Source: an optimization exercise on an open RTL-to-GDS flow (aim: small area and a short achievable clock period). Production flows keep margins and buffers that such runs may drop.
RTL that was checked went through simulation tests only; none was proved equivalent to the original.
For run 2, only the layout was checked, not whether the RTL still works.
Power figures rest on the tool's default switching activity, not on a simulated workload.

===== flow/run.sh =====
#!/bin/bash
# The standard layout (standard.sh), with these changes:
# - clock tree: small clock buffers, no dummy clock loads
# - port buffers: a plain buffer cell, which the repair steps can resize
# Everything make prints goes to flow.log; ORFS keeps each step's own log under orfs/logs.
here=$PWD
bash standard.sh \
  "CTS_ARGS=-sink_clustering_enable -repair_clock_nets -dont_use_dummy_load -sink_clustering_size 18 -sink_clustering_max_diameter 60 -buf_list {sky130_fd_sc_hd__clkbuf_4 sky130_fd_sc_hd__clkbuf_8}" \
  "BUFFER_PORTS_ARGS=-buffer_cell sky130_fd_sc_hd__buf_2" \
  finish > flow.log 2>&1

===== standard.sh =====
#!/bin/bash
# synth_recipe.tcl (not shown) runs the flow's synth.tcl, then flattens the netlist and writes it again
# the make line also repeats each setting of config.mk as NAME=value (left out here)
make -C /OpenROAD-flow-scripts/flow DESIGN_CONFIG=/design/flow/config.mk WORK_HOME=/design/flow/orfs CLKGATE_MAP_FILE= SYNTH_SCRIPT=/design/flow/synth_recipe.tcl "${@:-finish}"

===== config.mk =====
export PLATFORM = sky130hd
export DESIGN_NAME = mcu_single_cycle
export DESIGN_NICKNAME = mcu_single_cycle
export VERILOG_FILES = /design/flow/design.v
export SDC_FILE = /design/flow/constraint.sdc
export NUM_CORES = 4
export LEC_CHECK = 0
export CAP_MARGIN = 20
export CORE_MARGIN = 2
export CORE_UTILIZATION = 70
export PLACE_DENSITY = 0.8
export SETUP_SLACK_MARGIN = 5
export SLEW_MARGIN = 20
export TNS_END_PERCENT = 0

===== constraint.sdc =====
create_clock -name core_clock -period 16.0 [get_ports {clk}]
set_input_delay 3.2000 -clock core_clock [delete_from_list [all_inputs] [get_ports {clk}]]
set_output_delay 3.2000 -clock core_clock [all_outputs]
set_load 0.01 [all_outputs]

===== design.v =====
`timescale 1ns / 1ps
module mcu_single_cycle(clk, nClear, instr_in, pc_out, write_back_data);
	input clk, nClear;
	input [15:0] instr_in;
	output [15:0] pc_out;
	output [15:0] write_back_data;
	wire [3:0] op = instr_in[15:12];
	wire [3:0] fa = instr_in[11:8];
	wire [3:0] fb = instr_in[7:4];
	wire [3:0] fc = instr_in[3:0];
	wire [15:0] imm = {{12{fc[3]}}, fc};
	wire is_and  = (op == 4'h0);
	wire is_or   = (op == 4'h1);
	wire is_add  = (op == 4'h2);
	wire is_addi = (op == 4'h3);
	wire is_sub  = (op == 4'h6);
	wire is_slt  = (op == 4'h7);
	wire is_lw   = (op == 4'h8);
	wire is_sw   = (op == 4'hA);
	wire is_bne  = (op == 4'hE);
	wire is_jmp  = (op == 4'hF);
	wire reg_write = is_and | is_or | is_add | is_addi | is_sub | is_slt | is_lw;
	wire [3:0] dst = (is_addi | is_lw) ? fb : fc;
	reg [15:0] rf [0:15];
	reg [15:0] valid;
	wire [15:0] sel_a = valid & (16'd1 << fa);
	wire [15:0] sel_b = valid & (16'd1 << fb);
	reg [15:0] ra, rb;
	integer i;
	always @(*) begin
		ra = 16'd0;
		rb = 16'd0;
		for (i = 0; i < 16; i = i + 1) begin
			ra = ra | ({16{sel_a[i]}} & rf[i]);
			rb = rb | ({16{sel_b[i]}} & rf[i]);
		end
	end
	reg [15:0] dm [0:15];
	reg [15:0] sel_m;
	reg [3:0] t;
	integer j;
	always @(*)
		for (j = 0; j < 16; j = j + 1) begin
			t = j[3:0] - fc;
			sel_m[j] = (ra[3:0] == t);
		end
	reg [15:0] mdata;
	always @(*) begin
		mdata = 16'd0;
		for (j = 0; j < 16; j = j + 1)
			mdata = mdata | ({16{sel_m[j]}} & dm[j]);
	end
	wire sub = is_sub | is_slt;
	wire [15:0] opb = is_addi ? imm : (sub ? ~rb : rb);
	wire [15:0] sum = ra + opb + {15'd0, sub};
	wire [15:0] wb = ({16{is_lw}} & mdata)
	               | ({16{is_and}} & (ra & rb))
	               | ({16{is_or}} & (ra | rb))
	               | ({16{is_slt}} & {15'd0, sum[15]})
	               | ({16{is_add | is_addi | is_sub}} & sum);
	assign write_back_data = wb;
	reg [15:0] pc;
	assign pc_out = pc;
	wire taken = is_bne & (ra != rb);
	wire [4:0] k = taken ? ({fc[3], fc} + 5'd1) : 5'd1;
	wire [5:0] lo = {1'b0, pc[4:0]} + {1'b0, k};
	wire [10:0] hi_inc = pc[15:5] + 11'd1;
	wire [10:0] hi_dec = pc[15:5] - 11'd1;
	wire [10:0] hi = (lo[5] & ~k[4]) ? hi_inc : ((~lo[5] & k[4]) ? hi_dec : pc[15:5]);
	wire [15:0] pc_add = {hi, lo[4:0]};
	wire [15:0] pc_next = is_jmp ? {pc_add[15:12], instr_in[11:0]} : pc_add;
	always @(posedge clk or negedge nClear)
		if (!nClear) pc <= 16'd0;
		else pc <= pc_next;
	always @(posedge clk or negedge nClear)
		if (!nClear) valid <= 16'd0;
		else if (reg_write) valid[dst] <= 1'b1;
	always @(posedge clk)
		if (reg_write) rf[dst] <= wb;
	integer w;
	always @(posedge clk)
		for (w = 0; w < 16; w = w + 1)
			if (is_sw & sel_m[w]) dm[w] <= rb;
endmodule

==> results of run 1 <==
## final cells by class
| class | count | area, µm² | area share (%) |
|---|---|---|---|
| Tap cell | 461 | 576.8 | 2.126 |
| Inverter | 75 | 281.5 | 1.038 |
| Clock buffer | 40 | 550.5 | 2.030 |
| Sequential cell | 544 | 16180 | 59.63 |
| Timing Repair Buffer | 149 | 1100 | 4.055 |
| Multi-Input combinational cell | 1113 | 8441 | 31.12 |
## worst paths after layout
check,from,endpoint,slack [ps],cells past startpoint
worst max-delay path,instr_in[11],write_back_data[7],5080,18
worst max register to register,valid[8],pc[15],8680,31
min in group asynchronous,nClear,pc[6],2630,1
worst min-delay path,pc[15],pc[15],470,1
worst min register to register,pc[15],pc[15],470,1
max in group asynchronous,nClear,valid[15],12850,1
## worst reg2reg max path, delay by kind of cell, from the launching register on
kind / cells / cell delay, ps
flip-flops: 1 / 500
XOR/XNOR: 2 / 300
AND/OR/NAND/NOR: 10 / 1840
buffers and inverters: 3 / 910
AO/OA/AOI/OAI: 12 / 2370
adder cells (fa/ha/maj): 4 / 1300
## per-layer routing
metal,GRT usage (%),vias up
met5,0,-
met4,22.96,0
met3,10.44,383
met2,65.81,1623
met1,55.55,8651
li1,-,7365
## sequential cells by signal, indices dropped and copies added (netlist names)
register / cells
dm: 256
rf: 256
valid: 16
pc: 16
## per-stage QoR
stage | util (%) | instance area, µm² | hold WS, ps
floorplan | - | 24960 | 433.2
global placement | 73.34 | 25900 | 452.7
global route | 76.82 | 27120 | 505.2
detailed placement | 73.34 | 25900 | 451.9
finish | 76.82 | 27120 | 466.7
CTS | 75.51 | 26660 | 472.1
## layout by cell type (no fill, tap or decap), types with 12 or more instances in the layout
| cell | instances |
|---|---|
| nor2b_1 | 13 |
| nor3_1 | 43 |
| clkbuf_8 | 40 |
| inv_1 | 74 |
| o21ai_0 | 29 |
| o21ai_1 | 15 |
| a21oi_1 | 38 |
| a22o_1 | 45 |
| a22oi_1 | 248 |
| nor2_1 | 67 |
| dfrtp_1 | 32 |
| nor2_4 | 12 |
| nand4_1 | 24 |
| ha_1 | 74 |
| edfxtp_1 | 512 |
| xor2_1 | 13 |
| nand3_1 | 60 |
| xnor2_1 | 45 |
| buf_4 | 91 |
| nor2_2 | 19 |
| buf_2 | 45 |
| nand2_1 | 99 |
| and3_1 | 18 |
| a221oi_1 | 41 |
| a21o_1 | 12 |
## cell families after synthesis
kind of cell             Yosys count
multiplexers                      13
adder cells (fa/ha/maj)           78
XOR/XNOR                          67
AND/OR/NAND/NOR                  445
AO/OA/AOI/OAI                    510
flip-flops                       544
buffers and inverters            171
## what timing repair did
action	in CTS	in global routing
endpoints found under the hold margin	0	0
setup endpoints to repair	16	16
hold buffers	0	0
resized for setup	38	55
buffers inserted	11	29
pin swaps	12	25
## power breakdown
group | switching (µW) | internal, µW | leakage, µW | total, µW
clock network | 414 | 225 | 0.000288 | 639
logic | 572 | 323 | 0.00435 | 895
registers | 53.9 | 1680 | 0.00505 | 1730
total | 1040 | 2230 | 0.00969 | 3270
==> run_results.csv, run 1 <==
group,metric,value,unit
run_status,outcome,"finished clean",
floorplan,die_height,192.8,µm
finish,antenna-diode-count,0,
critical_path,timing_worst_setup_path_type,"primary input to output port",
clock_network,cts_sinks,544,
timing,finalWorstSetupSlack,5084,ps
critical_path,timing.critical_path.required,12800,ps
yosys,synth_warn,2,
yosys,mappedNetlistArea,24950,µm²
timing,timing_max_transition_violations_final,0,
floorplan,area_of_the_die,37170,µm²
routing,routed_wire_length_per_instance,32.68,µm
power,power.total,3269,µW
yosys,synth.mux.area_fraction,0.5667,%
routing,top_signal_layer_used,"met4",
routing,met2_wirelength,35740,µm
critical_path,critical-path-top-cell-by-count,"buf_4",
clock_network,clock_tree.htree_level_count,2,
timing,hold_viol,0,
yosys,ys.flop_type,"edfxtp_1",
power,vdd.ir_drop.worst,0.09663,mV
timing,worst-slew-pin-transition,1030,ps
power,total_leakage_power,0.009689,µW
timing,max_clock_freq,0.09161,GHz
routing,wl_met1,26230,µm
placed_design,gp_congestion,1.007,
timing,max-slew-margin-rel,31.31,%
critical_path,worst_ep_arrival_time,7720,ps
finish,drive_gt1_share,16.66,%
routing,drt_first_pass_iters,7,
floorplan,initial_core_util,70.66,%
critical_path,kind_of_cell_adding_the_most_delay_to_the_critical_path,"simple AND/OR/NAND/NOR gates",
finish,area.growth.synth_to_final,8.721,%
critical_path,max_stage_delay,730,ps
clock_network,cts_max_path_buffers,3,
global_routing,grt_overflow_total,0,
run,max_cap_violations,0,
finish,layout.filler_cells,2120,
routing,initialDrtViolationCount,3141,
floorplan,width_of_the_die,192.8,µm
routing,route.final.wire_length,77840,µm
critical_path,worstPathMaxFanout,17,
timing,min_tclk_post_route,10920,ps
routing,route.detailed.drc,0,
routing,drt.antenna.violating_nets,0,
clock_network,clk_pin_slew_worst_paths,80,ps
clock_network,clk_latency,690,ps
yosys,synth_top_area_share,61.62,%
yosys,postSynthNetCount,1924,
yosys,synth_top_family_by_area,"compound AO/OA/AOI/OAI gates",
yosys,synth_adder_area_share,4.032,%
global_routing,grt_pass1_wl,111900,µm
timing,grt_setup_unrepaired,"false",
min_path,hold_path_class,"flop to flop",
clock_network,cts_made_buffers,40,
critical_path,cp-start-kind,"primary input",
yosys,synth_enable_flop_cells,512,
placed_design,place_ws,3725,ps
global_routing,first_global_vias,17390,
yosys,synth_simple_gate_area_share,9.468,%
timing,totalNegativeSetupSlack,0,ps
floorplan,floorplan.io_pins,50,
yosys,postSynthCellCount,1828,
floorplan,core_area,35310,µm²
placed_design,placed_cells,2302,
timing,skew,97.14,ps
finish,final_cells,2382,
yosys,yosys-top-cells-count,"512 x edfxtp_1, 248 x a22oi_1, 101 x nand2_1",
yosys,synth_compound_gate_area_share,15.35,%
critical_path,critical_path.slowest_cell,"nor4b_4",
clock_network,cts_tree,"yes",
timing,final.period_utilization,68.22,%
yosys,post-synth-top-area-cell,"edfxtp_1",
placed_design,port-buffer-count,49,
critical_path,crit_path_end_kind,"output port",
yosys,synth_register_bits,544,
routing,vias_per_cell,7.566,
critical_path,worst-path-buf-inv,7,
placed_design,hpwlAfterDp,48110,µm
clock_network,cts_root_buf,"clkbuf_8",
yosys,synth_xor_area_share,2.743,%
yosys,synth.distinct_cells,77,
global_routing,grt_max_degree,33,
global_routing,number_of_antenna_violations_at_the_first_check_in_global_routing,0,
power,cellPowerDensity,120.5,nW/µm²
routing,route.met3.wl,10720,µm
global_routing,grt_use_total,42.40,%
yosys,synth.most_common_cell,"edfxtp_1",
critical_path,cp_cell_sequence,"buf_2, nand2b_4, nor2_1, buf_4, a2111oi_2, nand4_2, buf_4, xnor2_4, buf_12, buf_4, nor4b_4, a22o_1, a221oi_1, nand3_1, o21ai_1, o211ai_1, buf_4, buf_2",
yosys,ys_async_sr_fraction,5.882,%
yosys,yosysSeqAreaShare,64.83,%
routing,vias,18020,
yosys,post_synth_main_area_contributors,"edfxtp_1 62%, a22oi_1 7.5%, ha_1 3.7%",
floorplan,placement_rows,69,
yosys,postSynthAreaPerCell,13.65,µm²
timing,final_setup_violation_count,0,
finish,design.final.nets,2019,
==> run 2: changes to the inputs <==
--- a/design.v
+++ b/design.v
@@ -53,4 +53,5 @@
 	wire sub = is_sub | is_slt;
-	wire [15:0] opb = is_addi ? imm : (sub ? ~rb : rb);
-	wire [15:0] sum = ra + opb + {15'd0, sub};
+	wire [15:0] add_res = ra + (is_addi ? imm : rb);
+	wire [15:0] sub_res = ra - rb;
+	wire [15:0] sum = sub ? sub_res : add_res;
 	wire [15:0] wb = ({16{is_lw}} & mdata)
==> run_results.csv, run 2 <==
group,metric,value,unit
critical_path,r2r_start,"valid[13]",
critical_path,timing_worst_setup_path_type,"primary input to output port",
yosys,synth.most_common_cell,"edfxtp_1",
floorplan,die_height,194.3,µm
yosys,postSynthCellCount,1912,
finish,design.final.nets,2125,
clock_network,holdBufCountCts,0,
placed_design,port-buffer-count,49,
critical_path,max_stage_delay,620,ps
clock_network,cts_max_path_buffers,3,
routing,drt_first_pass_iters,7,
timing,hold_viol,0,
yosys,post-synth-top-area-cell,"edfxtp_1",
yosys,ys.flop_type,"edfxtp_1",
timing,max_clock_freq,0.09115,GHz
yosys,yosys-top-cells-count,"512 x edfxtp_1, 227 x a22oi_1, 129 x nand2_1",
critical_path,setup_slack_on_the_worst_flop_to_flop_path,8170,ps
routing,route.detailed.drc,0,
yosys,synth_register_bits,544,
timing,final_setup_violation_count,0,
critical_path,crit_path_end_kind,"output port",
critical_path,critical-path-top-cell-by-count,"buf_2",
routing,routed_wire_length_per_instance,31.72,µm
global_routing,first_global_vias,18360,
floorplan,core_area,35570,µm²
floorplan,floorplan.io_pins,50,
finish,most-common-layout-cells,"512 x edfxtp_1, 227 x a22oi_1, 129 x nand2_1",
run,max_cap_violations,0,
finish,drive_gt1_share,15.17,%
critical_path,timing.critical_path.to,"write_back_data[9]",
timing,fin_worst_hold_slack,476.3,ps
timing,totalNegativeSetupSlack,0,ps
timing,skew,99.71,ps
run_status,outcome,"finished clean",
clock_network,cts_made_buffers,40,
clock_network,clk_pin_slew_worst_paths,90,ps
routing,route.final.wire_length,78420,µm
critical_path,kind_of_cell_adding_the_most_delay_to_the_critical_path,"simple AND/OR/NAND/NOR gates",
floorplan,placement_rows,69,
power,cellPowerDensity,122.9,nW/µm²
finish,antenna-diode-count,0,
yosys,ys_async_sr_fraction,5.882,%
critical_path,critical_path.slowest_cell,"and2_1",
timing,timing_max_transition_violations_final,0,
timing,min_tclk_post_route,10970,ps
yosys,mappedNetlistArea,25340,µm²
routing,initialDrtViolationCount,3098,
critical_path,cp_cell_sequence,"buf_2, nor3b_1, and3_4, a2111oi_0, and4_1, nand3_1, and2_1, and4b_1, buf_4, a22o_1, a221oi_1, a31oi_1, or3_4, buf_2",
critical_path,worst-path-stages,14,
finish,area.growth.synth_to_final,8.631,%
global_routing,grt_use_total,41.34,%
timing,max-slew-margin-rel,23.56,%
finish,reg.largest.list,"dm: 256 flops, rf: 256 flops",
placed_design,gp_congestion,1.023,
critical_path,worstPathMaxFanout,17,
critical_path,worst-path-buf-inv,3,
yosys,synth_warn,2,
finish,final_cells,2472,
power,total_leakage_power,0.009911,µW
critical_path,cp-start-kind,"primary input",
global_routing,grt_max_degree,44,
floorplan,initial_core_util,71.24,%
global_routing,number_of_antenna_violations_at_the_first_check_in_global_routing,0,
placed_design,place_ws,4059,ps
yosys,postSynthNetCount,2024,
critical_path,critPathLaunch,"instr_in[10]",
power,power.total,3382,µW
yosys,synth_enable_flop_cells,512,
yosys,synth_top_area_share,60.68,%
global_routing,grt_pass1_wl,114700,µm
clock_network,clock_tree.htree_level_count,2,
floorplan,area_of_the_die,37740,µm²
min_path,hold_path_class,"flop to flop",
placed_design,placed_cells,2403,
yosys,yosysSeqAreaShare,63.84,%
clock_network,cts_root_buf,"clkbuf_8",
critical_path,timing.critical_path.required,12800,ps
yosys,synth.distinct_cells,81,
clock_network,cts_tree,"yes",
routing,drt.antenna.violating_nets,0,
finish,layout_commonest_cell,"edfxtp_1",
critical_path,worstRegToRegCells,31,
timing,worst-slew-pin-transition,1147,ps
routing,vias_per_cell,7.531,
floorplan,width_of_the_die,194.3,µm
critical_path,worst_r2r_endpoint,"pc[15]",
placed_design,hpwlAfterDp,49390,µm
yosys,post_synth_main_area_contributors,"edfxtp_1 61%, a22oi_1 6.7%, ha_1 4.4%",
timing,grt_setup_unrepaired,"true",
routing,vias,18620,
yosys,postSynthAreaPerCell,13.25,µm²
timing,finalWorstSetupSlack,5029,ps
critical_path,worst_ep_arrival_time,7770,ps
power,vdd.ir_drop.worst,0.1097,mV
timing,final.period_utilization,68.57,%
clock_network,cts_sinks,544,
global_routing,grt_overflow_total,0,
clock_network,clk_latency,680,ps
run 2: cell count changes in the layout (fill, tap and decap cells not counted), moves of 15 or more:
cell / delta
nor2_1: +19
ha_1: +15
nor3_1: -25
a22oi_1: -21
a21oi_1: +22
nand2_1: +30
buf_4: +16
run 2: stage by stage:
step / util (%) / area [µm²]
after floorplan: - / 25340
after global placement: 74.53 / 26510
after detailed placement: 74.53 / 26510
after CTS: 76.20 / 27100
after global routing: 77.39 / 27530
final: 77.39 / 27530
run 2: cell families after synthesis:
| group | after synthesis | synth area share, % |
|---|---|---|
| compound gates | 549 | 15.92 |
| flops | 544 | 63.84 |
| xor+xnor | 63 | 2.370 |
| simple gates | 483 | 10.01 |
| mux | 13 | 0.5284 |
| buf+inv | 166 | 2.578 |
| fa+ha+maj | 94 | 4.760 |
run 2: routing by layer:
layer | global-route usage (%) | wire length [µm]
met1 | 53.28 | 26780
met3 | 9.880 | 10780
met4 | 22.87 | 5297
met5 | 0 | 0
met2 | 65.35 | 35560
run 2: worst min path at each step:
stage | end | from | depth (start not counted) | slack (ps)
after CTS | pc[15] | pc[15] | 1 | 480
after detailed placement | pc[15] | pc[15] | 1 | 460
final | pc[15] | pc[15] | 1 | 480
after global routing | pc[15] | pc[15] | 1 | 510
after floorplan | valid[5] | valid[5] | 1 | 450
after global placement | pc[15] | pc[15] | 1 | 460
run 2: what timing repair did:
action,in CTS,in global routing
hold endpoints to repair,0,0
setup endpoints to repair,16,16
pin swaps,1,16
gates resized for setup,12,47
buffers inserted,1,28
run 2: power breakdown:
group | switching [µW] | internal, µW
logic | 636 | 367
registers | 59.2 | 1680
clock network | 411 | 225
total | 1110 | 2280
run 2: layout make-up:
class,instances,area (µm²)
repair buffers,159,1097
clock buffers,40,550.5
inverters,66,262.8
flip-flops and latches,544,16180
well taps,461,576.8
multi-input cells,1202,8862
fillers,2175,8044
run 2: worst reg2reg max path, delay by kind of cell, from the launching register on:
kind | cells | cell delay (ps)
flops | 1 | 520
simple gates | 10 | 2100
fa+ha+maj | 4 | 1380
compound gates | 12 | 2460
buf+inv | 3 | 980
xor+xnor | 2 | 280

-- static timing again, ports no longer ideal --
Ports are ideal in the flow. The routed layouts listed here were re-timed in OpenROAD. Step 1 assumes that a clkbuf_16 drives the clock port and a buf_2 every other input. Step 2 moves the port delays by t, midway between the first and last clock arrival at a register: inputs arrive t later, outputs are due t later. That takes back most of the time a late clock gives input paths. Slacks: no drivers / after step 1 / after step 2; pairs: no drivers / after step 1.
run | shift t [ns] | setup WS [ns] | worst setup path after step 2 | latest minus earliest clock arrival (ns) | pins driven straight from the clock port
run 1 | 0.689 | 5.084 / 5.063 / 5.063 | input to output | 0.097 / 0.098 | 1
run 2 | 0.677 | 5.029 / 5.005 / 5.005 | input to output | 0.099 / 0.100 | 1
After both steps setup and hold are still met in every run listed. The setup slack of run 2, which loses most, moves by -0.024 ns with the drivers and by -0.024 ns with both steps.
